This design comes from an exercise in tuning for small area and a short achievable clock period on the open sky130 flow, not from production work. At most, simulation tests tie the RTL to the original design; equivalence was not proved. For run 1, only the layout was checked, not whether the RTL still works. No activity file was given, so power comes from the tool's default toggle rates.

### config.mk
export PLATFORM = sky130hd
export DESIGN_NAME = shifter_io_wrapper
export DESIGN_NICKNAME = shifter_io_wrapper
export VERILOG_FILES = /design/flow/design.v
export SDC_FILE = /design/flow/constraint.sdc
export NUM_CORES = 4
export LEC_CHECK = 0
export CAP_MARGIN = 20
export CORE_MARGIN = 2
export CORE_UTILIZATION = 40
export SETUP_SLACK_MARGIN = 1.05
export SLEW_MARGIN = 20
export SYNTH_HIERARCHICAL = 1
### constraint.sdc
create_clock -name core_clock -period 2.5 [get_ports {clk}]
set_input_delay 0.5000 -clock core_clock [delete_from_list [all_inputs] [get_ports {clk}]]
set_output_delay 0.5000 -clock core_clock [all_outputs]
set_load 0.01 [all_outputs]
### design.v
module mux_inv (
    input  wire a,
    input  wire b,
    input  wire s,
    input  wire sn,
    output wire y
);
    assign y = ~((a | s) & (b | sn));
endmodule
module mux_buf (
    input  wire a,
    input  wire b,
    input  wire s,
    input  wire sn,
    output wire y
);
    assign y = (a | s) & (b | sn);
endmodule
module nor2_cell (
    input  wire a,
    input  wire b,
    output wire y
);
    assign y = ~(a | b);
endmodule
module or2_cell (
    input  wire a,
    input  wire b,
    output wire y
);
    assign y = a | b;
endmodule
module inv_cell (
    input  wire a,
    output wire y
);
    assign y = ~a;
endmodule
module shifter_io_wrapper #(
    parameter integer WIDTH = 32,
    parameter integer BLOCK = 16
)(
    input  wire             clk,
    input  wire             v_in,
    input  wire [1:0]       opcode,
    input  wire [4:0]       shamt,
    input  wire [31:0]      din,
    output reg  [31:0]      dout,
    output reg              v_out
);
    genvar i;
    wire [1:0] is_left, is_leftn;
    nor2_cell u_l0  (.a(opcode[1]), .b(opcode[0]), .y(is_left[0]));
    nor2_cell u_l1  (.a(opcode[1]), .b(opcode[0]), .y(is_left[1]));
    or2_cell  u_ln0 (.a(opcode[1]), .b(opcode[0]), .y(is_leftn[0]));
    or2_cell  u_ln1 (.a(opcode[1]), .b(opcode[0]), .y(is_leftn[1]));
    wire fill     = (opcode == 2'b10) & din[31];
    wire filln    = ~fill;
    wire [4:3] shn = ~shamt[4:3];
    wire [31:0] d1;    
    wire [31:0] d2;    
    wire [31:0] d3;    
    generate
        for (i = 0; i < 32; i = i + 1) begin : g_s1
            mux_inv u_rev (.a(din[i]), .b(din[31-i]), .s(is_left[i / 16]), .sn(is_leftn[i / 16]), .y(d1[i]));
            mux_inv u_16 (.a(d1[i]), .b(i + 16 < 32 ? d1[(i + 16) % 32] : filln),
                          .s(shamt[4]), .sn(shn[4]), .y(d2[i]));
            mux_inv u_8  (.a(d2[i]), .b(i + 8 < 32 ? d2[(i + 8) % 32] : fill),
                          .s(shamt[3]), .sn(shn[3]), .y(d3[i]));
        end
    endgenerate
    reg [31:0] m_datan;             
    reg [2:0]  m_sh, m_shn;
    reg        m_left, m_leftn;
    reg        m_fill, m_v;
    always @(posedge clk) begin
        m_datan <= d3;
        m_sh    <= shamt[2:0];
        m_shn   <= ~shamt[2:0];
        m_left  <= is_left[0];
        m_leftn <= is_leftn[0];
        m_fill  <= fill;
        m_v     <= v_in;
    end
    wire m_filln = ~m_fill;
    wire [31:0] e1;    
    wire [31:0] e2;    
    wire [31:0] e3;    
    wire [31:0] e4;    
    generate
        for (i = 0; i < 32; i = i + 1) begin : g_s2
            mux_inv u_4   (.a(m_datan[i]), .b(i + 4 < 32 ? m_datan[(i + 4) % 32] : m_filln),
                           .s(m_sh[2]), .sn(m_shn[2]), .y(e1[i]));
            mux_inv u_2   (.a(e1[i]), .b(i + 2 < 32 ? e1[(i + 2) % 32] : m_fill),
                           .s(m_sh[1]), .sn(m_shn[1]), .y(e2[i]));
            mux_inv u_1   (.a(e2[i]), .b(i + 1 < 32 ? e2[(i + 1) % 32] : m_filln),
                           .s(m_sh[0]), .sn(m_shn[0]), .y(e3[i]));
            mux_buf u_rev (.a(e3[i]), .b(e3[31-i]), .s(m_left), .sn(m_leftn), .y(e4[i]));
        end
    endgenerate
    always @(posedge clk) begin
        dout  <= e4;
        v_out <= m_v;
    end
endmodule
### flow/run.sh
#!/bin/bash
# Standard ORFS layout, with the port buffers made of the smallest buffer and
# a clock tree built without dummy balancing loads.
set -euo pipefail
bash standard.sh "BUFFER_PORTS_ARGS=-buffer_cell sky130_fd_sc_hd__buf_1" \
  "CTS_ARGS=-sink_clustering_enable -repair_clock_nets -dont_use_dummy_load -buf_list sky130_fd_sc_hd__clkbuf_4" finish > standard_flow.log 2>&1
### standard.sh
#!/bin/bash
# synth_recipe.tcl (not shown) runs the flow's synth.tcl, then flattens the netlist and writes it again
# the make line also repeats each setting of config.mk as NAME=value (left out here)
make -C /OpenROAD-flow-scripts/flow DESIGN_CONFIG=/design/flow/config.mk WORK_HOME=/design/flow/orfs CLKGATE_MAP_FILE= SYNTH_SCRIPT=/design/flow/synth_recipe.tcl "${@:-finish}"
==> results of run 1 <==
## repair_timing
item,CTS,global route
hold buffers,0,0
gates resized for setup,6,31
endpoints found under the setup margin,48,59
pin swaps,1,2
setup buffers,5,0
## power groups by stage
stage	Combinational, mW	Clock (mW)	Sequential, mW
floorplan	0.343	0	1.48
global placement	0.594	0	1.43
detailed placement	0.593	0	1.43
CTS	0.624	0.523	1.40
global route	0.734	0.575	1.42
finish	0.669	0.500	1.40
## cell type report
cell class | count | area (µm²) | share of cell area [%]
clock buffer | 9 | 67.6 | 1.76
inverter | 6 | 26.3 | 0.685
multi-input combinational | 230 | 1700 | 44.4
sequential | 75 | 1510 | 39.4
tap | 99 | 124 | 3.23
timing repair buffer | 86 | 405 | 10.6
## worst max path at each step
stage	start	end	slack (ps)	depth (start not counted)
floorplan	opcode[0]	m_datan[10]	1060	4
global placement	opcode[1]	m_datan[27]	580	4
detailed placement	opcode[1]	m_datan[27]	550	5
CTS	opcode[0]	m_datan[2]	1070	5
global route	m_shn[2]	dout[29]	980	5
finish	m_sh[2]	dout[22]	1050	5
## sequential cells by signal, summed over array words and instances (netlist names)
register,cells
m_sh,3
dout,32
m_shn,3
m_fill,1
m_leftn,1
v_out,1
m_left,1
m_v,1
m_datan,32
## Yosys stat by module, one instance, submodules excluded
module | cells | flip-flops and latches
mux_buf | 1 | 0
mux_inv | 1 | 0
or2_cell | 1 | 0
shifter_io_wrapper | 83 | 75
nor2_cell | 1 | 0
## metrics by stage
| step | utilization [%] | std cells | cell area [µm²] | hold slack (ps) | setup slack [ps] |
|---|---|---|---|---|---|
| 2_1_floorplan | - | 311 | 3050 | 310 | 1060 |
| 3_3_place_gp | 48.2 | 491 | 3510 | 313 | 578 |
| 3_5_place_dp | 48.2 | 491 | 3510 | 316 | 551 |
| 4_1_cts | 50.2 | 505 | 3660 | 167 | 1070 |
| 5_1_grt | 52.6 | 505 | 3830 | 168 | 984 |
| 6_report | 52.6 | 505 | 3830 | 200 | 1050 |
## cells by family after synthesis
logic type | Yosys count | synth area share, %
and+or+nand+nor | 6 | 1.19
AOI/OAI and AO/OA | 224 | 48.7
buffers and inverters | 6 | 0.740
DFF | 75 | 49.4
## layer usage
layer	vias up	global-route usage [%]	share of wire (%)
met1	1459	26.3	46
li1	1585	-	-
met3	13	3.32	6.5
met5	-	0	0
met4	0	9.09	1.6
met2	149	32.2	46
## synth_stat cells
cell / count
o22ai_1: 192
dfxtp_1: 75
o22a_1: 32
inv_1: 6
nor2_1: 2
or2_1: 2
and3b_1: 1
nand3b_1: 1
==> flow_summary.ini, run 1 <==
[clock_tree]
cts.htree.levels = 3
cts.sinks = 75
clock_path_buffers = 2
cts_root_buffer = clkbuf_4
clock_insertion_delay_worst_skew_ps = 400
path_clk_slew_ps = 120
cts_tree = yes
number_of_clock_buffers_inserted_by_tritoncts = 9

[placement]
place.detailed.hpwl_mm = 5.80
gpl.final_weighted_congestion = 0.821
port_buffers = 73

[synthesis]
yosysUniqueCellTypes = 8
synth-warning-count = 7
postSynthNetCount = 352
ys_top_cells_by_area = dfxtp_1, o22ai_1, o22a_1
top_cell_type_by_total_area_after_synthesis = dfxtp_1
ys_seq_area_share_pct = 49.4
synth.top_cell.area_share_pct = 49.4
netlist_area_um2 = 3040
syn-instance-count = 311
yosys_register_bits = 75
syn_avg_cell_area_um2 = 9.78

[pwr]
power.share.combinational_pct = 26.0
ir_worst_vdd_v = 0.000187
internal_power_component_mw = 1.79
cellPowerDensity_nw_per_um2 = 671
power.clock.fraction_pct = 19.4
power.share.switching_pct = 30.4
power.net_switching_uw = 783
fraction_of_power_consumed_by_sequential_logic_pct = 54.6
total_leakage_power_nw = 1.29
report.power.total_mw = 2.57

[final_layout]
final.fill_count = 724
design.final.nets = 449
mostFrequentLayoutCell = o22ai_1
antennaDiodeCount = 0
final_cell_mix = o22ai_1, dfxtp_1, buf_1, o22a_1, o22ai_2
layout-drive-gt1-share_pct = 14.0
area_growth_pct = 26.0

[critical_path]
critPathTopFamily = compound AO/OA/AOI/OAI gates
reg2regPathDepth = 5
crit_fanout = 16
path_common_cell = o22ai_1
critical_path_class = register to register
critical_path.endpoint_type = register
r2r-end = dout[22]
cp_cell_sequence = buf_6 > o22ai_1 > o22ai_1 > o22ai_1 > o22a_1
timing.critical_path.buf_inv = 1
cp_slowest_stage_delay_ps = 380
slowest_stage = dfxtp_4
setup.reg_to_reg.worst_slack_ps = 1050
crit_path_start_kind = register
worst_r2r_startpoint = m_sh[2]
worst_ep_arrival_time_ps = 1790
critPathRequiredTime_ps = 2840

[worst_hold_path]
holdCritPathClass = input port to register
hold_end = m_sh[2]
holdCritStartpoint = shamt[2]
min_delay_path_depth = 1

[global_routing]
grt_start_max_net_pins = 33
grt_first_pass_wirelength_mm = 13.7
grt_pass1_vias = 2843
globalRouteOverflowTotal = 0
antenna_violations_before_repair = 0
global_route.usage.total_pct = 20.0

[timing]
fin_skew_ps = 36.0
timing.final.crit_period_ps = 1450
finalCritPeriodShare_pct = 58.1
tightest_slew_ps = 531
tns_ps = 0
hold_viol = 0
grt_setup_unrepaired = yes
max_slew_headroom_pct = 64.6
max_slew_violations = 0
setup_violations = 0
fmax_mhz = 689

[job]
max-cap-violations = 0

[floorplanning]
fp.dieArea_um2 = 8320
die_w_um = 91.2
num_io_pins = 74
floorplan.rows = 31
core-area_um2 = 7290
initial_utilization_pct = 41.7
floorplan_die_height_um = 91.2

[detailed_routing]
drcViolationCount = 0
route.vias.total = 3206
wl_per_cell_um = 16.5
detail-route-antenna-nets = 0
drt-initial-drc-count = 249
detail_route.wirelength_mm = 8.35
drt_pre_antenna_iters = 5
via_per_inst = 6.35

[run_status]
run_status = timing/DRC/antenna clean
==> run 2, diff against run 1 <==
--- a/design.v
+++ b/design.v
@@ -69,14 +69,20 @@
                           .s(shamt[3]), .sn(shn[3]), .y(d3[i]));
         end
     endgenerate
+    wire shn2b, sh2b;
+    inv_cell u_shn2b (.a(shamt[2]), .y(shn2b));
+    inv_cell u_sh2b  (.a(shn2b), .y(sh2b));
     reg [31:0] m_datan;             
     reg [2:0]  m_sh, m_shn;
+    reg        m_sh2b, m_shn2b;     
     reg        m_left, m_leftn;
     reg        m_fill, m_v;
     always @(posedge clk) begin
         m_datan <= d3;
         m_sh    <= shamt[2:0];
         m_shn   <= ~shamt[2:0];
+        m_sh2b  <= sh2b;
+        m_shn2b <= shn2b;
         m_left  <= is_left[0];
         m_leftn <= is_leftn[0];
         m_fill  <= fill;
@@ -90,7 +96,7 @@
     generate
         for (i = 0; i < 32; i = i + 1) begin : g_s2
             mux_inv u_4   (.a(m_datan[i]), .b(i + 4 < 32 ? m_datan[(i + 4) % 32] : m_filln),
-                           .s(m_sh[2]), .sn(m_shn[2]), .y(e1[i]));
+                           .s(i < 16 ? m_sh[2] : m_sh2b), .sn(i < 16 ? m_shn[2] : m_shn2b), .y(e1[i]));
             mux_inv u_2   (.a(e1[i]), .b(i + 2 < 32 ? e1[(i + 2) % 32] : m_fill),
                            .s(m_sh[1]), .sn(m_shn[1]), .y(e2[i]));
             mux_inv u_1   (.a(e2[i]), .b(i + 1 < 32 ? e2[(i + 1) % 32] : m_filln),
--- a/config.mk
+++ b/config.mk
@@ -7,7 +7,7 @@
 export LEC_CHECK = 0
 export CAP_MARGIN = 20
 export CORE_MARGIN = 2
-export CORE_UTILIZATION = 40
+export CORE_UTILIZATION = 50
 export SETUP_SLACK_MARGIN = 1.05
 export SLEW_MARGIN = 20
 export SYNTH_HIERARCHICAL = 1
==> flow_summary.ini, run 2 <==
[synthesis]
ys_seq_area_share_pct = 49.9
synth.top_cells.by_count = o22ai_1, dfxtp_1, o22a_1, inv_1
syn-instance-count = 315
yosys_register_bits = 77
yosysUniqueCellTypes = 8
ys_top_cells_by_area = dfxtp_1, o22ai_1, o22a_1
ys_async_sr_fraction_pct = 0
synth.top_cell.area_share_pct = 49.9
synth_edf_count = 0
synth-warning-count = 7
postSynthNetCount = 356
ys_dominant_reg_cell = dfxtp_1
syn_avg_cell_area_um2 = 9.81
yosys.cell_count.top_type = o22ai_1
top_cell_type_by_total_area_after_synthesis = dfxtp_1
netlist_area_um2 = 3090

[global_routing]
use_met3_pct = 4.35
grt_pass1_vias = 2623
global_route.usage.total_pct = 23.8
globalRouteMet1Util_pct = 31.0
gr-usage-met2_pct = 38.2
grt_start_max_net_pins = 33
global_route.peak_usage_layer = met2
grt_first_pass_wirelength_mm = 12.4
antenna_violations_before_repair = 0
globalRouteOverflowTotal = 0

[final_layout]
design.final.nets = 449
multi_input_comb_area_um2 = 1550
layout-drive-gt1-share_pct = 7.64
antennaDiodeCount = 0
mostFrequentLayoutCell = o22ai_1
biggestRegsByFlops = dout x32, m_datan x32
area_growth_pct = 17.9
final-instance-count-excl-fill = 481
final_cell_mix = o22ai_1, dfxtp_1, buf_1, o22a_1
regArea_um2 = 1560
final.fill_count = 560

[pwr]
cellPowerDensity_nw_per_um2 = 700
total_leakage_power_nw = 1.23
ir_worst_vdd_v = 0.000393

[detailed_routing]
drt-initial-drc-count = 215
detail-route-antenna-nets = 0
via_per_inst = 6.63
wl_per_cell_um = 16.4
drcViolationCount = 0
detail_route.wirelength_mm = 7.87
route.vias.total = 3191
drt_pre_antenna_iters = 5

[timing]
max_slew_headroom_pct = 34.9
max_slew_violations = 0
fmax_mhz = 721
grt_setup_unrepaired = yes
timing.final.crit_period_ps = 1390
tightest_slew_ps = 975
tns_ps = 0
hold_viol = 0
setup_violations = 0
finalCritPeriodShare_pct = 55.5
fin_skew_ps = 37.6

[clock_tree]
clock_insertion_delay_worst_skew_ps = 410
clock_path_buffers = 2
cts.htree.levels = 3
cts_tree = yes
path_clk_slew_ps = 120
cts.sinks = 77
number_of_clock_buffers_inserted_by_tritoncts = 9
cts_root_buffer = clkbuf_4

[floorplanning]
num_io_pins = 74
fp.dieArea_um2 = 6820
floorplan.rows = 28
core-area_um2 = 5960
die_w_um = 82.6
initial_utilization_pct = 51.9
floorplan_die_height_um = 82.6

[critical_path]
crit_fanout = 16
critical_path.endpoint_type = register
worst_ep_arrival_time_ps = 1710
critPathRequiredTime_ps = 2820
critical_path_class = register to register
crit_path_start_kind = register

[placement]
port_buffers = 73
place.detailed.hpwl_mm = 5.61
gpl.final_weighted_congestion = 0.862
number_of_placed_cells_counting_well_taps = 470

[job]
max-cap-violations = 0

[run_status]
run_status = timing/DRC/antenna clean

[worst_hold_path]
holdCritPathClass = input port to register
[run 2: changes by cell type after synthesis, sizes merged]
cell / previous run / this run
dfxtp: 75 / 77
inv: 6 / 8
[run 2: cells by family after synthesis]
family                 after synthesis  synth area share (%)
buffers and inverters                8                 0.972
AO/OA/AOI/OAI                      224                  48.0
flip-flops                          77                  49.9
AND/OR/NAND/NOR                      6                  1.17
[run 2: metal layers]
layer | part of all wire, % | routed length, µm
met5 | 0 | 0
met4 | 1.3 | 101
met3 | 6.4 | 505
met2 | 47 | 3670
met1 | 46 | 3590
[run 2: worst max-delay path, cell delays in order, from the launching register on]
cell and delay (ps):
dfxtp_4 420, o22ai_1 310, o22ai_1 160, o22ai_1 240, o22a_1 170
[run 2: worst paths after layout]
path                            startpoint       to  slack (ps)  cells past startpoint
worst max register to register     m_sh[2]  dout[3]        1110                      4
worst min register to register         m_v    v_out         340                      0
worst max-delay path               m_sh[2]  dout[3]        1110                      4
worst min-delay path                  v_in      m_v         180                      1
[run 2: repair_timing]
action	in CTS	in global routing
hold buffers	0	0
cloned	0	0
buffers inserted	2	0
endpoints found under the setup margin	64	60
endpoints found under the hold margin	0	0
gates resized for setup	7	11
pin swaps	1	0
[run 2: power by group]
part	leakage (nW)	internal, mW	switching (mW)	total [mW]
Sequential	0.651	1.37	0.0792	1.45
Clock	0.0414	0.167	0.333	0.501
Combinational	0.540	0.261	0.343	0.603
[run 2: layout make-up]
type                    count  share of cell area [%]
flip-flops and latches     77                    42.8
multi-input cells         230                    42.5
repair buffers             82                    9.44
well taps                  75                    2.58
clock buffers               9                    1.85
inverters                   8                   0.824
[run 2: Yosys stat by module, one instance, submodules excluded]
module	flops+latches	times used	cells inside	cell area, µm²
nor2_cell	0	2	1	3.75
shifter_io_wrapper	77	1	85	1580
or2_cell	0	2	1	6.26
mux_inv	0	192	1	6.26
mux_buf	0	32	1	8.76
inv_cell	0	2	1	3.75
[run 2: metrics by stage]
step,instance area [µm²],utilization (%),power [mW],hold WS [ps],setup slack (ps)
after global placement,3520,59.1,2.06,315,520
after global routing,3640,61.2,2.70,170,1040
after detailed placement,3520,59.1,2.06,322,475
after floorplan,3100,-,1.86,310,1060
after CTS,3610,60.7,2.56,164,1060
final,3640,61.2,2.55,183,1110
==> run 3, diff against run 2 <==
--- a/config.mk
+++ b/config.mk
@@ -8,6 +8,6 @@
 export CAP_MARGIN = 20
 export CORE_MARGIN = 2
 export CORE_UTILIZATION = 50
-export SETUP_SLACK_MARGIN = 1.05
+export SETUP_SLACK_MARGIN = 1.1
 export SLEW_MARGIN = 20
 export SYNTH_HIERARCHICAL = 1
==> flow_summary.ini, run 3 <==
[floorplanning]
die_w_um = 82.6
floorplan.rows = 28
floorplan_die_height_um = 82.6
initial_utilization_pct = 51.9
num_io_pins = 74
fp.dieArea_um2 = 6820
core-area_um2 = 5960

[clock_tree]
path_clk_slew_ps = 110
cts.htree.levels = 3
cts_tree = yes
number_of_clock_buffers_inserted_by_tritoncts = 9
ctsHoldBuffers = 0
cts.sinks = 77
clock_path_buffers = 2
clock_insertion_delay_worst_skew_ps = 420
cts_root_buffer = clkbuf_4
postCtsSetupRepairBufs = 0

[worst_hold_path]
holdCritPathClass = input port to register

[synthesis]
yosys_register_bits = 77
syn_avg_cell_area_um2 = 9.81
synth_adder_area_share_pct = 0
synth.top_cell.area_share_pct = 49.9
postSynthNetCount = 356
mux_contribution_to_synthesized_area_pct = 0
ys_seq_area_share_pct = 49.9
top_cell_type_by_total_area_after_synthesis = dfxtp_1
netlist_area_um2 = 3090
synth_compound_gate_area_share_pct = 48.0
post_synthesis_share_of_cell_area_spent_on_and_or_nand_and_nor_gates_pct = 1.17
synth_edf_count = 0
ys_top_cells_by_area = dfxtp_1, o22ai_1, o22a_1
syn-instance-count = 315
ys_dominant_reg_cell = dfxtp_1
combinational_family_with_the_most_area_after_synthesis = compound AO/OA/AOI/OAI gates
synth-warning-count = 7
synth.top_cells.by_count = o22ai_1, dfxtp_1, o22a_1, inv_1
yosys.cell_count.top_type = o22ai_1
synth_xor_xnor_area_share_pct = 0
yosysUniqueCellTypes = 8
ys_async_sr_fraction_pct = 0

[pwr]
power.share.combinational_pct = 24.3
cellPowerDensity_nw_per_um2 = 697
ir_worst_vdd_v = 0.000349
power.share.switching_pct = 29.9
power.net_switching_uw = 780
internal_power_component_mw = 1.82
total_leakage_power_nw = 1.33
fraction_of_power_consumed_by_sequential_logic_pct = 55.7
power.clock.fraction_pct = 19.9

[detailed_routing]
detail-route-antenna-nets = 0
route.vias.total = 3171
drcViolationCount = 0
drt_pre_antenna_iters = 4
via_per_inst = 6.61
wl_per_cell_um = 16.7
drt-initial-drc-count = 191
detail_route.wirelength_mm = 7.99

[timing]
hold_viol = 0
fmax_mhz = 737
fin_skew_ps = 37.0
grt_setup_unrepaired = yes
finalCritPeriodShare_pct = 54.3
tightest_slew_ps = 512
setup_violations = 0
max_slew_headroom_pct = 65.9
tns_ps = 0
timing.final.crit_period_ps = 1360
max_slew_violations = 0

[critical_path]
timing.critical_path.buf_inv = 1
slowest_stage = dfxtp_1
worst_ep_arrival_time_ps = 860
critPathTopFamily = flip-flops
critPathRequiredTime_ps = 2000
critical_path.endpoint_type = primary output
cp_cell_sequence = buf_2
cp_slowest_stage_delay_ps = 320
crit_fanout = 1
crit_path_start_kind = register
critical_path_class = register to primary output

[final_layout]
postLayoutCoreUtil_pct = 62.8
biggestRegsByFlops = dout x32, m_datan x32
mostFrequentLayoutCell = o22ai_1
antennaDiodeCount = 0
design.final.nets = 448
final_cell_mix = o22ai_1, dfxtp_1, buf_1, o22a_1, clkbuf_2
layout-drive-gt1-share_pct = 17.8
final.fill_count = 531
area_growth_pct = 21.0

[job]
max-cap-violations = 0

[global_routing]
grt_start_max_net_pins = 33
grt_first_pass_wirelength_mm = 12.5
global_route.usage.total_pct = 24.1
antenna_violations_before_repair = 0
globalRouteOverflowTotal = 0
grt_pass1_vias = 2562

[placement]
gpl.final_weighted_congestion = 0.865
port_buffers = 73
place.detailed.hpwl_mm = 5.65

[run_status]
run_status = timing/DRC/antenna clean
run 3: cell types whose count changed in the layout (fill, tap and decap cells not counted), moves of 3 or more:
cell | previous run | this run
buf_1 | 71 | 40
buf_2 | 0 | 8
buf_6 | 0 | 3
clkbuf_2 | 2 | 22
dfxtp_1 | 72 | 67
dfxtp_2 | 1 | 5
o22ai_1 | 190 | 185
o22ai_2 | 2 | 7
run 3: metal layers:
layer | part of all wire, % | GRT usage (%) | vias up | routed length [µm]
met1 | 47 | 32.5 | 1461 | 3780
met4 | 1.0 | 9.34 | 0 | 83
li1 | - | - | 1591 | -
met2 | 47 | 37.6 | 112 | 3740
met5 | 0 | 0 | - | 0
met3 | 4.8 | 5.22 | 7 | 384
run 3: layout make-up:
class,instances,area (µm²),area share [%]
Inverter,8,33.8,0.904
Sequential cell,77,1570,41.9
Timing Repair Buffer,81,394,10.5
Tap cell,75,93.8,2.51
Multi-Input combinational cell,230,1580,42.3
Clock buffer,9,67.6,1.81
run 3: logic make-up (layout without fill, tap and decap cells):
| group | Yosys count | count (layout) |
|---|---|---|
| AND/OR/NAND/NOR | 6 | 6 |
| buffers and inverters | 8 | 98 |
| AO/OA/AOI/OAI | 224 | 224 |
| flip-flops | 77 | 77 |
run 3: path summary, 6_finish.rpt:
path | startpoint | to | slack, ps | cells past startpoint
max | dout[0] | dout[0] | 1140 | 1
min | v_in | m_v | 180 | 1
min reg2reg | m_v | v_out | 340 | 0
max reg2reg | m_sh[2] | dout[2] | 1170 | 4
run 3: power by group through the flow:
stage | Sequential [mW] | Combinational, mW | Clock [mW]
final | 1.45 | 0.634 | 0.518
after detailed placement | 1.47 | 0.589 | 0
after global placement | 1.47 | 0.589 | 0
after floorplan | 1.52 | 0.345 | 0
after CTS | 1.44 | 0.595 | 0.528
after global routing | 1.47 | 0.702 | 0.577
run 3: stage by stage:
step / power, mW / hold slack [ps] / cells / worst slack (ps) / area [µm²]
floorplan: 1.86 / 310 / 315 / 1100 / 3110
CTS: 2.57 / 167 / 480 / 1100 / 3610
global route: 2.75 / 158 / 480 / 1070 / 3740
global placement: 2.06 / 315 / 471 / 561 / 3540
detailed placement: 2.06 / 324 / 471 / 536 / 3540
finish: 2.60 / 178 / 480 / 1140 / 3740
run 3: timing repair:
action | 4_1_cts | 5_1_grt
setup endpoints to repair | 48 | 85
cloned | 0 | 0
resized for setup | 6 | 64
run 3: per-module statistics from Yosys, one instance, submodules excluded:
module / copies in the design / cell area [µm²]
inv_cell: 2 / 3.75
nor2_cell: 2 / 3.75
shifter_io_wrapper: 1 / 1580
mux_inv: 192 / 6.26
mux_buf: 32 / 8.76
or2_cell: 2 / 6.26
==> run 4, diff against run 3 <==
--- a/config.mk
+++ b/config.mk
@@ -11,3 +11,4 @@
 export SETUP_SLACK_MARGIN = 1.1
 export SLEW_MARGIN = 20
 export SYNTH_HIERARCHICAL = 1
+export TNS_END_PERCENT = 100
==> flow_summary.ini, run 4 <==
[floorplanning]
initial_utilization_pct = 51.9
die_w_um = 82.6
core-area_um2 = 5960
fp.dieArea_um2 = 6820
floorplan_die_height_um = 82.6
num_io_pins = 74
floorplan.rows = 28

[timing]
setup_violations = 0
fin_skew_ps = 37.0
max_slew_violations = 0
tns_ps = 0
timing.final.crit_period_ps = 1360
finalCritPeriodShare_pct = 54.3
hold_viol = 0
grt_setup_unrepaired = yes
max_slew_headroom_pct = 65.9
tightest_slew_ps = 512
fmax_mhz = 737

[final_layout]
layout.cell_area.non_filler_um2 = 3740
area_growth_pct = 21.0
regArea_um2 = 1570
design.final.nets = 448
multi_input_comb_area_um2 = 1580
biggestRegsByFlops = dout x32, m_datan x32
layout-drive-gt1-share_pct = 17.8
final.fill_count = 531
mostFrequentLayoutCell = o22ai_1
antennaDiodeCount = 0
final_cell_mix = o22ai_1, dfxtp_1, buf_1, o22a_1, clkbuf_2

[global_routing]
global_route.usage.total_pct = 24.1
grt_pass1_vias = 2562
grt_start_max_net_pins = 33
antenna_violations_before_repair = 0
globalRouteOverflowTotal = 0
grt_first_pass_wirelength_mm = 12.5

[critical_path]
worst_r2r_startpoint = m_sh[2]
crit_fanout = 1
cp_slowest_stage_delay_ps = 320
timing.critical_path.buf_inv = 1
slowest_stage = dfxtp_1
crit_path_start_kind = register
critPathRequiredTime_ps = 2000
setup.reg_to_reg.worst_slack_ps = 1170
critical_path.endpoint_type = primary output
critical_path_class = register to primary output
worst_ep_arrival_time_ps = 860
cp_cell_sequence = buf_2
reg2regPathDepth = 4
critPathTopFamily = flip-flops
r2r-end = dout[2]

[synthesis]
synth_compound_gate_area_share_pct = 48.0
yosys_register_bits = 77
ys_dominant_reg_cell = dfxtp_1
post_synthesis_share_of_cell_area_spent_on_and_or_nand_and_nor_gates_pct = 1.17
syn-instance-count = 315
synth.top_cells.by_count = o22ai_1, dfxtp_1, o22a_1, inv_1
synth_adder_area_share_pct = 0
synth_xor_xnor_area_share_pct = 0
combinational_family_with_the_most_area_after_synthesis = compound AO/OA/AOI/OAI gates
synth_edf_count = 0
netlist_area_um2 = 3090
synth-warning-count = 7
ys_top_cells_by_area = dfxtp_1, o22ai_1, o22a_1
top_cell_type_by_total_area_after_synthesis = dfxtp_1
mux_contribution_to_synthesized_area_pct = 0
synth.top_cell.area_share_pct = 49.9
postSynthNetCount = 356
yosys.cell_count.top_type = o22ai_1
ys_async_sr_fraction_pct = 0
yosysUniqueCellTypes = 8
syn_avg_cell_area_um2 = 9.81
ys_seq_area_share_pct = 49.9

[clock_tree]
cts.sinks = 77
postCtsSetupRepairBufs = 0
cts_root_buffer = clkbuf_4
cts.htree.levels = 3
cts_tree = yes
clock_insertion_delay_worst_skew_ps = 420
clock_path_buffers = 2
path_clk_slew_ps = 110
ctsHoldBuffers = 0
number_of_clock_buffers_inserted_by_tritoncts = 9

[detailed_routing]
detail-route-antenna-nets = 0
drcViolationCount = 0
detail_route.wirelength_mm = 7.99
drt_pre_antenna_iters = 4
via_per_inst = 6.61
wl_per_cell_um = 16.7
route.vias.total = 3171
drt-initial-drc-count = 191

[worst_hold_path]
holdCritPathClass = input port to register
min_delay_path_depth = 1
holdCritStartpoint = v_in
hold_end = m_v

[placement]
gpl.final_weighted_congestion = 0.865
place.detailed.hpwl_mm = 5.65
placement.cell_area_um2 = 3540
port_buffers = 73

[pwr]
cellPowerDensity_nw_per_um2 = 697
total_leakage_power_nw = 1.33
ir_worst_vdd_v = 0.000349

[run_status]
run_status = timing/DRC/antenna clean

[job]
max-cap-violations = 0
==> run 4: final cells by class <==
type | count | share of cell area (%)
Timing Repair Buffer | 81 | 10.5
Clock buffer | 9 | 1.81
Tap cell | 75 | 2.51
Sequential cell | 77 | 41.9
Multi-Input combinational cell | 230 | 42.3
Inverter | 8 | 0.904
==> run 4: how the worst max path moves through the flow <==
stage	start	endpoint	slack [ps]	depth (start not counted)
global route	shamt[4]	m_datan[11]	1070	4
global placement	opcode[1]	m_datan[12]	560	5
finish	dout[0]	dout[0]	1140	1
floorplan	opcode[0]	m_datan[10]	1100	4
CTS	m_sh[2]	dout[3]	1100	4
detailed placement	opcode[1]	m_datan[12]	540	5
==> run 4: routing by layer <==
metal	up-vias	GRT usage (%)	wire length, µm
met5	-	0	0
met4	0	9.34	83
met3	7	5.22	384
met2	112	37.6	3740
met1	1461	32.5	3780
li1	1591	-	-
==> run 4: where the power goes <==
part,leakage (nW),internal [mW],switching [mW]
clock network,0.0414,0.167,0.351
logic,0.641,0.290,0.344
registers,0.651,1.37,0.0843
==> run 4: cell families (layout without fill, tap and decap cells) <==
group,Yosys count,in the layout
simple gates,6,6
buf+inv,8,98
flops,77,77
compound gates,224,224
==> run 4: what timing repair did <==
item | CTS | global route
endpoints found under the setup margin | 48 | 85
pin swaps | 0 | 0
resized for setup | 6 | 64
hold endpoints to repair | 0 | 0
==> run 4: stage by stage <==
step	power, mW	hold slack (ps)	std cells	setup slack [ps]	util (%)
detailed placement	2.06	324	471	536	59.4
finish	2.60	178	480	1140	62.8
global route	2.75	158	480	1070	62.8
CTS	2.57	167	480	1100	60.7
global placement	2.06	315	471	561	59.4
floorplan	1.86	310	315	1100	-
==> run 4: Yosys stat by module (local to each module, per instance) <==
| module | area [µm²] | times used | cells |
|---|---|---|---|
| shifter_io_wrapper | 1580 | 1 | 85 |
| mux_inv | 6.26 | 192 | 1 |
| mux_buf | 8.76 | 32 | 1 |
| or2_cell | 6.26 | 2 | 1 |
| nor2_cell | 3.75 | 2 | 1 |
| inv_cell | 3.75 | 2 | 1 |
==> run 5, diff against run 4 <==
--- a/config.mk
+++ b/config.mk
@@ -6,9 +6,9 @@
 export NUM_CORES = 4
 export LEC_CHECK = 0
 export CAP_MARGIN = 20
+export CORE_ASPECT_RATIO = 0.7
 export CORE_MARGIN = 2
 export CORE_UTILIZATION = 50
 export SETUP_SLACK_MARGIN = 1.1
 export SLEW_MARGIN = 20
 export SYNTH_HIERARCHICAL = 1
-export TNS_END_PERCENT = 100
==> flow_summary.ini, run 5 <==
[final_layout]
biggestRegsByFlops = dout x32, m_datan x32
antennaDiodeCount = 0
final_cell_mix = o22ai_1, dfxtp_1, buf_1, o22a_1, clkbuf_2
final.fill_count = 517
design.final.nets = 452
layout-drive-gt1-share_pct = 19.6
mostFrequentLayoutCell = o22ai_1
area_growth_pct = 23.5

[timing]
grt_setup_unrepaired = yes
timing.final.crit_period_ps = 1400
holdWs_ps = 154
fin_skew_ps = 33.4
tightest_slew_ps = 551
hold_viol = 0
max_slew_headroom_pct = 63.2
setup_violations = 0
finalCritPeriodShare_pct = 55.9
fmax_mhz = 715
tns_ps = 0
final.setup.worst_slack_ps = 1100
max_slew_violations = 0

[detailed_routing]
drt-initial-drc-count = 212
route.vias.total = 3308
wl_per_cell_um = 18.2
via_per_inst = 6.83
highest-signal-layer = met4
drt_pre_antenna_iters = 6
detail-route-antenna-nets = 0
met2RoutedLength_mm = 3.71
met3RoutedLength_um = 765
m1WireLength_mm = 4.28
drcViolationCount = 0
detail_route.wirelength_mm = 8.81

[floorplanning]
initial_utilization_pct = 52.9
core-area_um2 = 5840
fp.dieArea_um2 = 6830
floorplan_die_height_um = 69.8
num_io_pins = 74
die_w_um = 98.0
floorplan.rows = 23

[placement]
preCtsSetupSlack_ps = 499
gpl.final_weighted_congestion = 0.934
place.detailed.hpwl_mm = 6.14
port_buffers = 73

[pwr]
total_leakage_power_nw = 1.36
cellPowerDensity_nw_per_um2 = 691
ir_worst_vdd_v = 0.000485
report.power.total_mw = 2.64

[synthesis]
syn-instance-count = 315
ys_async_sr_fraction_pct = 0
top_cell_type_by_total_area_after_synthesis = dfxtp_1
synth.top_cells.by_count = o22ai_1, dfxtp_1, o22a_1, inv_1
synth.top_cell.area_share_pct = 49.9
yosys_register_bits = 77
ys_seq_area_share_pct = 49.9
synth-warning-count = 7
yosys.cell_count.top_type = o22ai_1
synth_edf_count = 0
netlist_area_um2 = 3090
ys_dominant_reg_cell = dfxtp_1
ys_top_cells_by_area = dfxtp_1, o22ai_1, o22a_1
syn_avg_cell_area_um2 = 9.81
postSynthNetCount = 356
yosysUniqueCellTypes = 8

[clock_tree]
ctsHoldBuffers = 0
clock_insertion_delay_worst_skew_ps = 430
cts.htree.levels = 3
number_of_clock_buffers_inserted_by_tritoncts = 9
cts_tree = yes
cts.sinks = 77
clock_path_buffers = 2
cts_root_buffer = clkbuf_4
path_clk_slew_ps = 120

[global_routing]
grt_first_pass_wirelength_mm = 13.6
grt_pass1_vias = 2826
grt_start_max_net_pins = 33
antenna_violations_before_repair = 0
global_route.usage.total_pct = 24.7
globalRouteOverflowTotal = 0

[critical_path]
cp_slowest_stage_delay_ps = 420
worst_ep_arrival_time_ps = 1740
critical_path_class = register to register
critical_path.endpoint_type = register
critPathRequiredTime_ps = 2840
crit_path_start_kind = register
cp_cell_sequence = o22ai_1 > o22ai_1 > o22ai_1 > o22a_1
crit_fanout = 16
path_common_cell = o22ai_1
slowest_stage = dfxtp_4

[worst_hold_path]
holdCritPathClass = input port to register

[run_status]
run_status = timing/DRC/antenna clean

[job]
max-cap-violations = 0
run 5: cell counts after synthesis:
No cell type changed its count.
run 5: metal layers:
metal / vias up / global-route usage (%)
li1: 1602 / -
met1: 1548 / 37.3
met2: 151 / 34.7
met3: 7 / 7.16
met4: 0 / 5.40
met5: - / 0
run 5: worst max-delay path, delay by kind of cell, from the launching register on:
kind               cells  cell delay, ps
DFF                    1             420
AOI/OAI and AO/OA      4             890
run 5: per-module statistics from Yosys (local to each module, per instance):
module,cells inside,times used,flip-flops and latches
mux_buf,1,32,0
inv_cell,1,2,0
or2_cell,1,2,0
nor2_cell,1,2,0
mux_inv,1,192,0
shifter_io_wrapper,85,1,77
run 5: area by class of cell:
cell class                      count  area (µm²)  share of cell area [%]
Clock buffer                        9        67.6                    1.77
Inverter                            8        33.8                   0.886
Multi-Input combinational cell    230        1590                    41.8
Sequential cell                    77        1570                    41.2
Tap cell                           75        93.8                    2.46
Timing Repair Buffer               84         445                    11.7
Timing Repair inverter              1        7.51                   0.197
run 5: path summary, 6_finish.rpt:
| path | to | from | slack [ps] | cells after the start |
|---|---|---|---|---|
| min reg2reg | v_out | m_v | 350 | 0 |
| max | dout[7] | m_sh[2] | 1100 | 4 |
| min | m_v | v_in | 150 | 1 |
| max reg2reg | dout[7] | m_sh[2] | 1100 | 4 |
run 5: cells by family after synthesis:
kind of cell           Yosys count  share of synthesized area [%]
AOI/OAI and AO/OA              224                           48.0
DFF                             77                           49.9
buffers and inverters            8                          0.972
and+or+nand+nor                  6                           1.17
run 5: through the flow:
stage,area [µm²],std cells,util [%]
floorplan,3110,315,-
global placement,3550,472,60.7
detailed placement,3550,472,60.7
CTS,3640,481,62.3
global route,3810,484,65.3
finish,3810,484,65.3
run 5: timing repair:
item                       4_1_cts  5_1_grt
pin swaps                        0        2
setup endpoints to repair       59       86
resized for setup               19       53
gates cloned                     0        1
setup buffers                    0        2
run 5: power breakdown:
part | total, mW | leakage, nW | switching, mW | internal, mW
Clock | 0.515 | 0.0414 | 0.348 | 0.167
Combinational | 0.661 | 0.664 | 0.359 | 0.302
Sequential | 1.46 | 0.651 | 0.0908 | 1.37
Total | 2.64 | 1.36 | 0.798 | 1.84
==> run 6, diff against run 5 <==
--- a/config.mk
+++ b/config.mk
@@ -6,7 +6,7 @@
 export NUM_CORES = 4
 export LEC_CHECK = 0
 export CAP_MARGIN = 20
-export CORE_ASPECT_RATIO = 0.7
+export CORE_ASPECT_RATIO = 1.5
 export CORE_MARGIN = 2
 export CORE_UTILIZATION = 50
 export SETUP_SLACK_MARGIN = 1.1
==> flow_summary.ini, run 6 <==
[timing]
fin_skew_ps = 30.7
max_slew_headroom_pct = 40.4
fmax_mhz = 718
hold_viol = 0
tns_ps = 0
timing.final.crit_period_ps = 1390
grt_setup_unrepaired = yes
tightest_slew_ps = 893
finalCritPeriodShare_pct = 55.7
final.setup.worst_slack_ps = 1110
max_slew_violations = 0
setup_violations = 0

[critical_path]
critPathRequiredTime_ps = 2850
timing.critical_path.from = m_sh[2]
critical_path.endpoint_type = register
crit_fanout = 16
critical_path_class = register to register
worst_r2r_startpoint = m_sh[2]
worst_ep_arrival_time_ps = 1740
crit_path_start_kind = register
setup.reg_to_reg.worst_slack_ps = 1110

[final_layout]
design.final.nets = 449
mostFrequentLayoutCell = o22ai_1
biggestRegsByFlops = dout x32, m_datan x32
final_cell_mix = o22ai_1, dfxtp_1, buf_1, o22a_1, clkbuf_2
final-instance-count-excl-fill = 480
postLayoutCoreUtil_pct = 61.4
layout-drive-gt1-share_pct = 15.3
area_growth_pct = 20.0
antennaDiodeCount = 0

[floorplanning]
initial_utilization_pct = 51.1
floorplan.rows = 35
die_w_um = 68.2
num_io_pins = 74
fp.dieArea_um2 = 6840
core-area_um2 = 6040
floorplan_die_height_um = 100

[synthesis]
ys_dominant_reg_cell = dfxtp_1
synth.top_cell.area_share_pct = 49.9
syn-instance-count = 315
postSynthNetCount = 356
top_cell_type_by_total_area_after_synthesis = dfxtp_1
ys_async_sr_fraction_pct = 0
yosysUniqueCellTypes = 8
synth.top_cells.by_count = o22ai_1, dfxtp_1, o22a_1, inv_1
ys_seq_area_share_pct = 49.9
synth-warning-count = 7
synth_edf_count = 0
netlist_area_um2 = 3090
yosys_register_bits = 77
syn_avg_cell_area_um2 = 9.81
yosys.cell_count.top_type = o22ai_1
ys_top_cells_by_area = dfxtp_1, o22ai_1, o22a_1

[global_routing]
grt_pass1_vias = 2815
antenna_violations_before_repair = 0
global_route.usage.total_pct = 24.1
grt_first_pass_wirelength_mm = 12.9
grt_start_max_net_pins = 33
globalRouteOverflowTotal = 0

[worst_hold_path]
holdCritStartpoint = v_in
holdCritPathClass = input port to register

[clock_tree]
number_of_clock_buffers_inserted_by_tritoncts = 9
cts_root_buffer = clkbuf_4
cts.htree.levels = 3
path_clk_slew_ps = 110
cts.sinks = 77
ctsHoldBuffers = 0
clock_insertion_delay_worst_skew_ps = 400
cts_tree = yes
clock_path_buffers = 2

[detailed_routing]
drcViolationCount = 0
drt-initial-drc-count = 223
detail_route.wirelength_mm = 8.01
detail-route-antenna-nets = 0
drt_pre_antenna_iters = 5
via_per_inst = 6.73
wl_per_cell_um = 16.7
route.vias.total = 3229

[placement]
preCtsSetupSlack_ps = 504
place.detailed.hpwl_mm = 5.84
gpl.final_weighted_congestion = 0.889
port_buffers = 73
number_of_placed_cells_counting_well_taps = 467

[run_status]
run_status = timing/DRC/antenna clean

[pwr]
total_leakage_power_nw = 1.30
cellPowerDensity_nw_per_um2 = 692
report.power.total_mw = 2.57
ir_worst_vdd_v = 0.000346

[job]
max-cap-violations = 0
run 6: cells by family after synthesis:
logic type      Yosys count  share of synthesized area, %
flops                    77                          49.9
compound gates          224                          48.0
buf+inv                   8                         0.972
simple gates              6                          1.17
run 6: layer usage:
layer / track usage, % / up-vias / part of all wire (%)
li1: - / 1597 / -
met4: 9.85 / 0 / 2.5
met5: 0 / - / 0
met2: 41.5 / 132 / 52
met3: 4.82 / 21 / 5.2
met1: 28.3 / 1479 / 40
run 6: per-module statistics from Yosys (local to each module, per instance):
module	copies in the design	cell area [µm²]	cells	flip-flops and latches
shifter_io_wrapper	1	1580	85	77
nor2_cell	2	3.75	1	0
inv_cell	2	3.75	1	0
mux_inv	192	6.26	1	0
mux_buf	32	8.76	1	0
or2_cell	2	6.26	1	0
run 6: final cells by class:
type	count	area, µm²
Inverter	8	33.8
Timing Repair inverter	1	7.51
Tap cell	74	92.6
Timing Repair Buffer	81	377
Fill cell	576	2330
Clock buffer	9	67.6
Multi-Input combinational cell	230	1560
Sequential cell	77	1570
run 6: worst paths after layout:
kind	to	cells after the start
setup / recovery	dout[3]	4
hold reg to reg	v_out	0
hold / removal	m_v	1
setup reg to reg	dout[3]	4
run 6: where the power goes:
group	leakage (nW)	switching, mW	internal [mW]
sequential	0.651	0.0878	1.37
clock	0.0414	0.327	0.167
combinational	0.607	0.340	0.277
run 6: critical path: stages (launching register included):
cell     delay [ps]
dfxtp_4         410
o22ai_1         330
o22ai_1         150
o22ai_1         270
o22a_1          160
run 6: per-stage QoR:
| stage | instance area (µm²) | hold slack [ps] |
|---|---|---|
| after floorplan | 3110 | 310 |
| after global placement | 3520 | 315 |
| after detailed placement | 3520 | 320 |
| after CTS | 3600 | 176 |
| after global routing | 3710 | 168 |
| final | 3710 | 204 |
run 6: timing repair:
action,in CTS,in global routing
pin swaps,1,1
buffers inserted,1,2
setup endpoints to repair,65,83
gates resized for setup,7,43
gates cloned,0,1
==> run 7, diff against run 6 <==
--- a/config.mk
+++ b/config.mk
@@ -6,9 +6,8 @@
 export NUM_CORES = 4
 export LEC_CHECK = 0
 export CAP_MARGIN = 20
-export CORE_ASPECT_RATIO = 1.5
 export CORE_MARGIN = 2
-export CORE_UTILIZATION = 50
+export CORE_UTILIZATION = 55
 export SETUP_SLACK_MARGIN = 1.1
 export SLEW_MARGIN = 20
 export SYNTH_HIERARCHICAL = 1
==> flow_summary.ini, run 7 <==
[run_status]
run_status = timing/DRC/antenna clean

[floorplanning]
die_w_um = 78.9
floorplan_die_height_um = 78.9
num_io_pins = 74
floorplan.rows = 27
initial_utilization_pct = 56.4
core-area_um2 = 5470
fp.dieArea_um2 = 6230

[final_layout]
postLayoutCoreUtil_pct = 67.4
mostFrequentLayoutCell = o22ai_1
final_cell_mix = o22ai_1, dfxtp_1, buf_1, o22a_1, clkbuf_2
layout-drive-gt1-share_pct = 12.1
area_growth_pct = 19.3
biggestRegsByFlops = dout x32, m_datan x32
design.final.nets = 448
layout.cell_area.non_filler_um2 = 3690
antennaDiodeCount = 0

[synthesis]
yosys.cell_count.top_type = o22ai_1
postSynthNetCount = 356
post_synthesis_share_of_cell_area_spent_on_and_or_nand_and_nor_gates_pct = 1.17
top_cell_type_by_total_area_after_synthesis = dfxtp_1
syn_avg_cell_area_um2 = 9.81
synth-warning-count = 7
mux_contribution_to_synthesized_area_pct = 0
synth_compound_gate_area_share_pct = 48.0
ys_async_sr_fraction_pct = 0
synth.top_cell.area_share_pct = 49.9
synth_edf_count = 0
yosysUniqueCellTypes = 8
combinational_family_with_the_most_area_after_synthesis = compound AO/OA/AOI/OAI gates
ys_seq_area_share_pct = 49.9
synth.top_cells.by_count = o22ai_1, dfxtp_1, o22a_1, inv_1
ys_dominant_reg_cell = dfxtp_1
synth_xor_xnor_area_share_pct = 0
netlist_area_um2 = 3090
yosys_register_bits = 77
synth_adder_area_share_pct = 0
syn-instance-count = 315
ys_top_cells_by_area = dfxtp_1, o22ai_1, o22a_1

[clock_tree]
path_clk_slew_ps = 110
cts_tree = yes
number_of_clock_buffers_inserted_by_tritoncts = 9
clock_insertion_delay_worst_skew_ps = 410
cts.htree.levels = 3
cts.sinks = 77
ctsHoldBuffers = 0
cts_root_buffer = clkbuf_4
clock_path_buffers = 2

[timing]
tightest_slew_ps = 527
hold_viol = 0
max_slew_violations = 0
setup_violations = 0
grt_setup_unrepaired = yes
fin_skew_ps = 39.7
fmax_mhz = 713
timing.final.crit_period_ps = 1400
finalCritPeriodShare_pct = 56.1
max_slew_headroom_pct = 64.9
tns_ps = 0

[worst_hold_path]
holdCritPathClass = input port to register

[critical_path]
crit_path_start_kind = register
slowest_stage = dfxtp_4
worst_ep_arrival_time_ps = 1690
cp_cell_sequence = o22ai_1 > o22ai_1 > o22ai_1 > o22a_1
crit_fanout = 16
cp_slowest_stage_delay_ps = 470
critical_path_class = register to register
critical_path.endpoint_type = register
path_common_cell = o22ai_1
critPathRequiredTime_ps = 2790

[detailed_routing]
detail-route-antenna-nets = 0
drt-initial-drc-count = 232
wl_per_cell_um = 16.7
drcViolationCount = 0
route.vias.total = 3260
via_per_inst = 6.83
detail_route.wirelength_mm = 7.96
drt_pre_antenna_iters = 5

[job]
max-cap-violations = 0

[pwr]
cellPowerDensity_nw_per_um2 = 698
total_leakage_power_nw = 1.27
ir_worst_vdd_v = 0.000290

[global_routing]
antenna_violations_before_repair = 0
grt_start_max_net_pins = 33
globalRouteOverflowTotal = 0
grt_pass1_vias = 2771
grt_first_pass_wirelength_mm = 12.7
global_route.usage.total_pct = 25.3

[placement]
gpl.final_weighted_congestion = 0.869
placement.cell_area_um2 = 3530
place.detailed.hpwl_mm = 5.61
port_buffers = 73
-- run 7: cell counts after synthesis --
No cell type changed its count.
-- run 7: kinds of logic (layout without fill, tap and decap cells) --
kind of cell / after synthesis / after routing
AND/OR/NAND/NOR: 6 / 6
flip-flops: 77 / 77
AO/OA/AOI/OAI: 224 / 224
buffers and inverters: 8 / 98
-- run 7: per-layer routing --
metal / part of all wire [%] / global-route usage (%) / wire (µm) / up-vias
met4: 1.5 / 10.0 / 120 / 0
met5: 0 / 0 / 0 / -
li1: - / - / - / 1587
met1: 44 / 32.4 / 3500 / 1500
met3: 7.0 / 5.00 / 556 / 13
met2: 48 / 42.3 / 3790 / 160
-- run 7: final timing paths --
| kind | start | endpoint | slack, ps | depth (start not counted) |
|---|---|---|---|---|
| min reg2reg | m_v | v_out | 340 | 0 |
| max | m_sh[2] | dout[3] | 1100 | 4 |
| max reg2reg | m_sh[2] | dout[3] | 1100 | 4 |
| min | v_in | m_v | 180 | 1 |
-- run 7: metrics by stage --
| step | setup WS [ps] | std cells | hold slack, ps | total power, mW |
|---|---|---|---|---|
| 3_5_place_dp | 518 | 467 | 313 | 2.06 |
| 3_3_place_gp | 573 | 467 | 314 | 2.05 |
| 6_report | 1100 | 477 | 184 | 2.57 |
| 5_1_grt | 1060 | 477 | 168 | 2.70 |
| 4_1_cts | 1100 | 477 | 168 | 2.56 |
| 2_1_floorplan | 1100 | 315 | 310 | 1.86 |
-- run 7: worst max-delay path: cells and delay by family (launching register included) --
kind / cells / cell delay [ps]
compound gates: 4 / 810
flops: 1 / 470
-- run 7: Yosys stat by module, one instance, submodules excluded --
module	flops+latches	cells inside	copies in the design	area [µm²]
mux_inv	0	1	192	6.26
nor2_cell	0	1	2	3.75
or2_cell	0	1	2	6.26
shifter_io_wrapper	77	85	1	1580
mux_buf	0	1	32	8.76
inv_cell	0	1	2	3.75
-- run 7: timing repair --
action	in CTS	in global routing
hold endpoints to repair	0	0
pin swaps	1	0
endpoints found under the setup margin	66	62
buffers inserted	1	0
resized for setup	11	22
-- run 7: cell type report --
| type | count | area, µm² |
|---|---|---|
| Timing Repair Buffer | 81 | 350 |
| Tap cell | 72 | 90.1 |
| Sequential cell | 77 | 1560 |
| Inverter | 8 | 33.8 |
| Fill cell | 473 | 1790 |
| Multi-Input combinational cell | 230 | 1580 |
| Clock buffer | 9 | 67.6 |
-- run 7: where the power goes --
part	total, mW	switching [mW]	internal, mW
registers	1.45	0.0845	1.37
logic	0.619	0.349	0.271
clock network	0.503	0.336	0.167
==> run 8, diff against run 7 <==
--- a/config.mk
+++ b/config.mk
@@ -7,7 +7,7 @@
 export LEC_CHECK = 0
 export CAP_MARGIN = 20
 export CORE_MARGIN = 2
-export CORE_UTILIZATION = 55
+export CORE_UTILIZATION = 45
 export SETUP_SLACK_MARGIN = 1.1
 export SLEW_MARGIN = 20
 export SYNTH_HIERARCHICAL = 1
==> flow_summary.ini, run 8 <==
[run_status]
run_status = timing/DRC/antenna clean

[worst_hold_path]
holdCritPathClass = input port to register
hold_end = m_sh[0]
min_delay_path_depth = 1
holdCritStartpoint = shamt[0]

[timing]
setup_violations = 0
fmax_mhz = 726
grt_setup_unrepaired = yes
fin_skew_ps = 45.7
max_slew_headroom_pct = 64.7
max_slew_violations = 0
finalCritPeriodShare_pct = 55.1
hold_viol = 0
tightest_slew_ps = 529
final.setup.worst_slack_ps = 1120
timing.final.crit_period_ps = 1380
tns_ps = 0

[final_layout]
final_cell_mix = o22ai_1, dfxtp_1, buf_1, o22a_1, o22ai_2
design.final.nets = 452
mostFrequentLayoutCell = o22ai_1
biggestRegsByFlops = dout x32, m_datan x32
final-instance-count-excl-fill = 489
antennaDiodeCount = 0
layout-drive-gt1-share_pct = 18.8
area_growth_pct = 27.2
final.fill_count = 634

[clock_tree]
clock_insertion_delay_worst_skew_ps = 420
cts_tree = yes
clock_path_buffers = 2
cts.htree.levels = 3
number_of_clock_buffers_inserted_by_tritoncts = 9
cts_root_buffer = clkbuf_4
cts.sinks = 77
ctsHoldBuffers = 0
path_clk_slew_ps = 120

[global_routing]
grt_first_pass_wirelength_mm = 12.7
grt_pass1_vias = 2674
grt_start_max_net_pins = 33
gr-usage-met2_pct = 34.2
antenna_violations_before_repair = 0
use_met3_pct = 3.32
globalRouteMet1Util_pct = 28.1
globalRouteOverflowTotal = 0
global_route.usage.total_pct = 21.3
global_route.peak_usage_layer = met2

[synthesis]
ys_async_sr_fraction_pct = 0
yosys_register_bits = 77
yosys.cell_count.top_type = o22ai_1
synth_compound_gate_area_share_pct = 48.0
synth.top_cells.by_count = o22ai_1, dfxtp_1, o22a_1, inv_1
syn_avg_cell_area_um2 = 9.81
post_synthesis_share_of_cell_area_spent_on_and_or_nand_and_nor_gates_pct = 1.17
ys_top_cells_by_area = dfxtp_1, o22ai_1, o22a_1
ys_seq_area_share_pct = 49.9
mux_contribution_to_synthesized_area_pct = 0
synth.top_cell.area_share_pct = 49.9
ys_dominant_reg_cell = dfxtp_1
syn-instance-count = 315
netlist_area_um2 = 3090
yosysUniqueCellTypes = 8
postSynthNetCount = 356
synth-warning-count = 7
synth_xor_xnor_area_share_pct = 0
synth_adder_area_share_pct = 0
synth_edf_count = 0
top_cell_type_by_total_area_after_synthesis = dfxtp_1
combinational_family_with_the_most_area_after_synthesis = compound AO/OA/AOI/OAI gates

[job]
max-cap-violations = 0

[detailed_routing]
wl_per_cell_um = 16.9
drcViolationCount = 0
detail_route.wirelength_mm = 8.27
detail-route-antenna-nets = 0
route.vias.total = 3251
via_per_inst = 6.65
drt-initial-drc-count = 186
drt_pre_antenna_iters = 5

[floorplanning]
core-area_um2 = 6720
initial_utilization_pct = 46.0
die_w_um = 86.9
num_io_pins = 74
floorplan_die_height_um = 86.9
floorplan.rows = 30
fp.dieArea_um2 = 7540

[pwr]
ir_worst_vdd_v = 0.000232
cellPowerDensity_nw_per_um2 = 671
total_leakage_power_nw = 1.36
report.power.total_mw = 2.64

[critical_path]
worst_ep_arrival_time_ps = 1660
crit_path_start_kind = register
critical_path_class = register to register
worst_r2r_startpoint = m_sh2b
r2r-end = dout[19]
setup.reg_to_reg.worst_slack_ps = 1120
crit_fanout = 16
critPathRequiredTime_ps = 2790
reg2regPathDepth = 4
critical_path.endpoint_type = register

[placement]
place.detailed.hpwl_mm = 5.81
port_buffers = 73
number_of_placed_cells_counting_well_taps = 474
preCtsSetupSlack_ps = 498
gpl.final_weighted_congestion = 0.869
==> run 8: critical path: stages, from the launching register on <==
cell     delay [ps]
dfxtp_4         460
o22ai_1         140
o22ai_1         280
o22ai_1         150
o22a_1          220
==> run 8: worst max-delay path by stage <==
stage / to / slack (ps) / from
floorplan: m_datan[10] / 1100 / opcode[0]
global placement: m_datan[13] / 510 / opcode[1]
global route: dout[2] / 1040 / m_sh[2]
finish: dout[19] / 1120 / m_sh2b
CTS: dout[13] / 1100 / dout[13]
detailed placement: m_datan[13] / 500 / opcode[1]
==> run 8: logic make-up (layout without fill, tap and decap cells) <==
logic type,Yosys count,after routing
AOI/OAI and AO/OA,224,224
buffers and inverters,8,102
DFF,77,77
and+or+nand+nor,6,6
==> run 8: layout make-up <==
type	count	area, µm²	area share (%)
tap	80	100	2.55
sequential	77	1560	39.8
timing repair inverter	1	7.51	0.191
timing repair buffer	84	414	10.5
clock buffer	9	67.6	1.72
multi-input combinational	230	1740	44.4
inverter	8	33.8	0.860
==> run 8: metrics by stage <==
step,utilization [%],hold WS (ps),area [µm²]
finish,58.5,194,3930
global route,58.5,161,3930
CTS,53.9,165,3620
detailed placement,52.6,315,3530
global placement,52.6,313,3530
floorplan,-,310,3110
==> run 8: routing by layer <==
layer	wire, µm	part of all wire (%)
met5	0	0
met4	159	1.9
met3	373	4.5
met2	3900	47
met1	3830	46
==> run 8: timing repair <==
action,in CTS,in global routing
buffers inserted,1,4
setup endpoints to repair,60,62
gates resized for setup,11,56
pin swaps,1,5
gates cloned,0,1
==> run 8: Yosys stat by module, one instance, submodules excluded <==
module	area, µm²	copies in the design	cells inside	flip-flops and latches
or2_cell	6.26	2	1	0
inv_cell	3.75	2	1	0
mux_buf	8.76	32	1	0
shifter_io_wrapper	1580	1	85	77
nor2_cell	3.75	2	1	0
mux_inv	6.26	192	1	0
==> run 8: power breakdown <==
part	switching, mW	internal (mW)
Combinational	0.365	0.307
Sequential	0.0975	1.37
Clock	0.336	0.167
==> run 9, diff against run 8 <==
--- a/config.mk
+++ b/config.mk
@@ -7,7 +7,8 @@
 export LEC_CHECK = 0
 export CAP_MARGIN = 20
 export CORE_MARGIN = 2
-export CORE_UTILIZATION = 45
+export CORE_UTILIZATION = 40
+export GPL_TIMING_DRIVEN = 0
 export SETUP_SLACK_MARGIN = 1.1
 export SLEW_MARGIN = 20
 export SYNTH_HIERARCHICAL = 1
==> flow_summary.ini, run 9 <==
[floorplanning]
floorplan_die_height_um = 91.9
floorplan.rows = 32
core-area_um2 = 7610
fp.dieArea_um2 = 8440
num_io_pins = 74
die_w_um = 91.9
initial_utilization_pct = 40.6

[final_layout]
final.fill_count = 737
multi_input_comb_area_um2 = 1810
layout.cell_area.non_filler_um2 = 4070
mostFrequentLayoutCell = o22ai_1
antennaDiodeCount = 0
design.final.nets = 455
area_growth_pct = 31.9
biggestRegsByFlops = dout x32, m_datan x32
final_cell_mix = o22ai_1, dfxtp_1, buf_1, o22ai_2, o22a_1
regArea_um2 = 1580
layout-drive-gt1-share_pct = 25.0

[timing]
fmax_mhz = 718
finalCritPeriodShare_pct = 55.7
fin_skew_ps = 41.4
final.setup.worst_slack_ps = 1110
holdWs_ps = 178
hold_viol = 0
setup_violations = 0
tightest_slew_ps = 604
max_slew_headroom_pct = 59.7
max_slew_violations = 0
tns_ps = 0
grt_setup_unrepaired = yes
timing.final.crit_period_ps = 1390

[clock_tree]
cts.sinks = 77
cts.htree.levels = 3
clock_insertion_delay_worst_skew_ps = 420
number_of_clock_buffers_inserted_by_tritoncts = 9
cts_tree = yes
path_clk_slew_ps = 120
cts_root_buffer = clkbuf_4
clock_path_buffers = 2

[critical_path]
critical_path_class = register to register
reg2regPathDepth = 5
cp_slowest_stage_delay_ps = 380
setup.reg_to_reg.worst_slack_ps = 1110
worst_r2r_startpoint = m_sh[2]
crit_path_start_kind = register
path_common_cell = o22ai_2
slowest_stage = dfxtp_4
timing.critical_path.from = m_sh[2]
critPathRequiredTime_ps = 2820
worst_ep_arrival_time_ps = 1720
cp_cell_sequence = buf_6 > o22ai_2 > o22ai_2 > o22ai_1 > o22a_1
critical_path.endpoint_type = register
crit_fanout = 6
r2r-end = dout[5]
crit_path_to = dout[5]

[synthesis]
synth.top_cell.area_share_pct = 49.9
yosys.cell_count.top_type = o22ai_1
netlist_area_um2 = 3090
synth.top_cells.by_count = o22ai_1, dfxtp_1, o22a_1, inv_1
ys_top_cells_by_area = dfxtp_1, o22ai_1, o22a_1
syn-instance-count = 315
ys_seq_area_share_pct = 49.9
yosysUniqueCellTypes = 8
ys_dominant_reg_cell = dfxtp_1
synth_edf_count = 0
postSynthNetCount = 356
top_cell_type_by_total_area_after_synthesis = dfxtp_1
yosys_register_bits = 77
synth-warning-count = 7
ys_async_sr_fraction_pct = 0
syn_avg_cell_area_um2 = 9.81

[pwr]
report.power.total_mw = 2.66
total_leakage_power_nw = 1.40
cellPowerDensity_nw_per_um2 = 654
ir_worst_vdd_v = 0.000217

[detailed_routing]
drcViolationCount = 0
drt_pre_antenna_iters = 4
wl_per_cell_um = 16.5
route.vias.total = 3236
drt-initial-drc-count = 130
detail_route.wirelength_mm = 8.48
via_per_inst = 6.30
detail-route-antenna-nets = 0

[placement]
port_buffers = 73
gpl.final_weighted_congestion = 0.889
place.detailed.hpwl_mm = 5.74
placement.cell_area_um2 = 3510
preCtsSetupSlack_ps = -40.6

[job]
max-cap-violations = 0

[worst_hold_path]
holdCritPathClass = input port to register

[global_routing]
globalRouteOverflowTotal = 0
grt_start_max_net_pins = 35
grt_first_pass_wirelength_mm = 13.1
global_route.usage.total_pct = 19.1
grt_pass1_vias = 2797
antenna_violations_before_repair = 0

[run_status]
run_status = timing/DRC/antenna clean
[run 9: per-module statistics from Yosys (local to each module, per instance)]
| module | copies in the design | cell area (µm²) |
|---|---|---|
| mux_buf | 32 | 8.76 |
| shifter_io_wrapper | 1 | 1580 |
| nor2_cell | 2 | 3.75 |
| inv_cell | 2 | 3.75 |
| mux_inv | 192 | 6.26 |
| or2_cell | 2 | 6.26 |
[run 9: worst min-delay path by stage]
| stage | startpoint | end | slack [ps] | cells after the start |
|---|---|---|---|---|
| after detailed placement | m_v | v_out | 310 | 0 |
| final | v_in | m_v | 180 | 1 |
| after global routing | v_in | m_v | 160 | 1 |
| after global placement | m_v | v_out | 310 | 0 |
| after floorplan | m_v | v_out | 310 | 0 |
| after CTS | v_in | m_v | 160 | 1 |
[run 9: layout make-up]
class | count | share of cell area (%)
repair buffers | 86 | 10.9
well taps | 102 | 3.13
inverters | 8 | 0.921
multi-input cells | 230 | 44.3
flip-flops and latches | 77 | 38.7
clock buffers | 9 | 1.66
repair inverters | 2 | 0.369
[run 9: critical path: cells and delay by family, from the launching register on]
| family | cells | cell delay [ps] |
|---|---|---|
| AO/OA/AOI/OAI | 4 | 780 |
| buffers and inverters | 1 | 140 |
| flip-flops | 1 | 380 |
[run 9: logic make-up after synthesis]
kind of cell / share of synthesized area, %
DFF: 49.9
and+or+nand+nor: 1.17
AOI/OAI and AO/OA: 48.0
buffers and inverters: 0.972
[run 9: layer usage]
layer / vias up / wire [µm] / global-route usage, %
met4: 0 / 170 / 8.08
li1: 1604 / - / -
met1: 1496 / 3850 / 25.1
met3: 13 / 457 / 3.94
met5: - / 0 / 0
met2: 123 / 4000 / 30.5
[run 9: timing repair]
action	4_1_cts	5_1_grt
buffers inserted	8	5
pin swaps	1	5
resized for setup	20	87
endpoints found under the setup margin	68	80
hold buffers	0	0
gates cloned	2	0
[run 9: power breakdown]
part           leakage [nW]  internal, mW  switching, mW
Sequential            0.651          1.37          0.123
Clock                0.0414         0.167          0.331
Combinational         0.708         0.325          0.349
[run 9: stage by stage]
step / instances / util (%)
finish: 514 / 53.6
detailed placement: 490 / 46.2
global route: 514 / 53.6
global placement: 490 / 46.2
floorplan: 315 / -
CTS: 509 / 48.5

## static timing again, ports no longer ideal
No port has a modelled driver above. Below, the same layouts with a new extraction and two added sets of constraints.
Step 1, drivers: a clkbuf_16 drives clk and a buf_2 each remaining input, both assumed.
Step 2 adds t to the input delays and takes it off the output delays; t is the mean of the earliest and latest rising clock arrival at the registers after step 1. Input paths then give back, and output paths get back, about the clock's delay inside the block.
Three values: ideal, step 1, step 2; two values: the first two.
| run | t (ns) | slack for setup (ns) | latest minus earliest clock arrival (ns) |
|---|---|---|---|
| run 1 | 0.414 | 1.048 / 1.048 / 0.720 | 0.036 / 0.036 |
| run 2 | 0.419 | 1.113 / 1.107 / 0.756 | 0.038 / 0.038 |
| run 3 | 0.427 | 1.144 / 1.117 / 0.758 | 0.037 / 0.037 |
| run 4 | 0.427 | 1.144 / 1.117 / 0.758 | 0.037 / 0.037 |
| run 5 | 0.435 | 1.102 / 1.084 / 0.757 | 0.033 / 0.033 |
| run 6 | 0.411 | 1.107 / 1.107 / 0.782 | 0.031 / 0.031 |
| run 7 | 0.414 | 1.098 / 1.098 / 0.813 | 0.039 / 0.040 |
| run 8 | 0.418 | 1.123 / 1.112 / 0.729 | 0.046 / 0.046 |
| run 9 | 0.424 | 1.107 / 1.107 / 0.735 | 0.041 / 0.041 |
After both steps setup and hold are still met in every run listed. For run 8, which loses most, drivers alone change the setup slack by -0.011 ns; drivers and shift together by -0.394 ns.
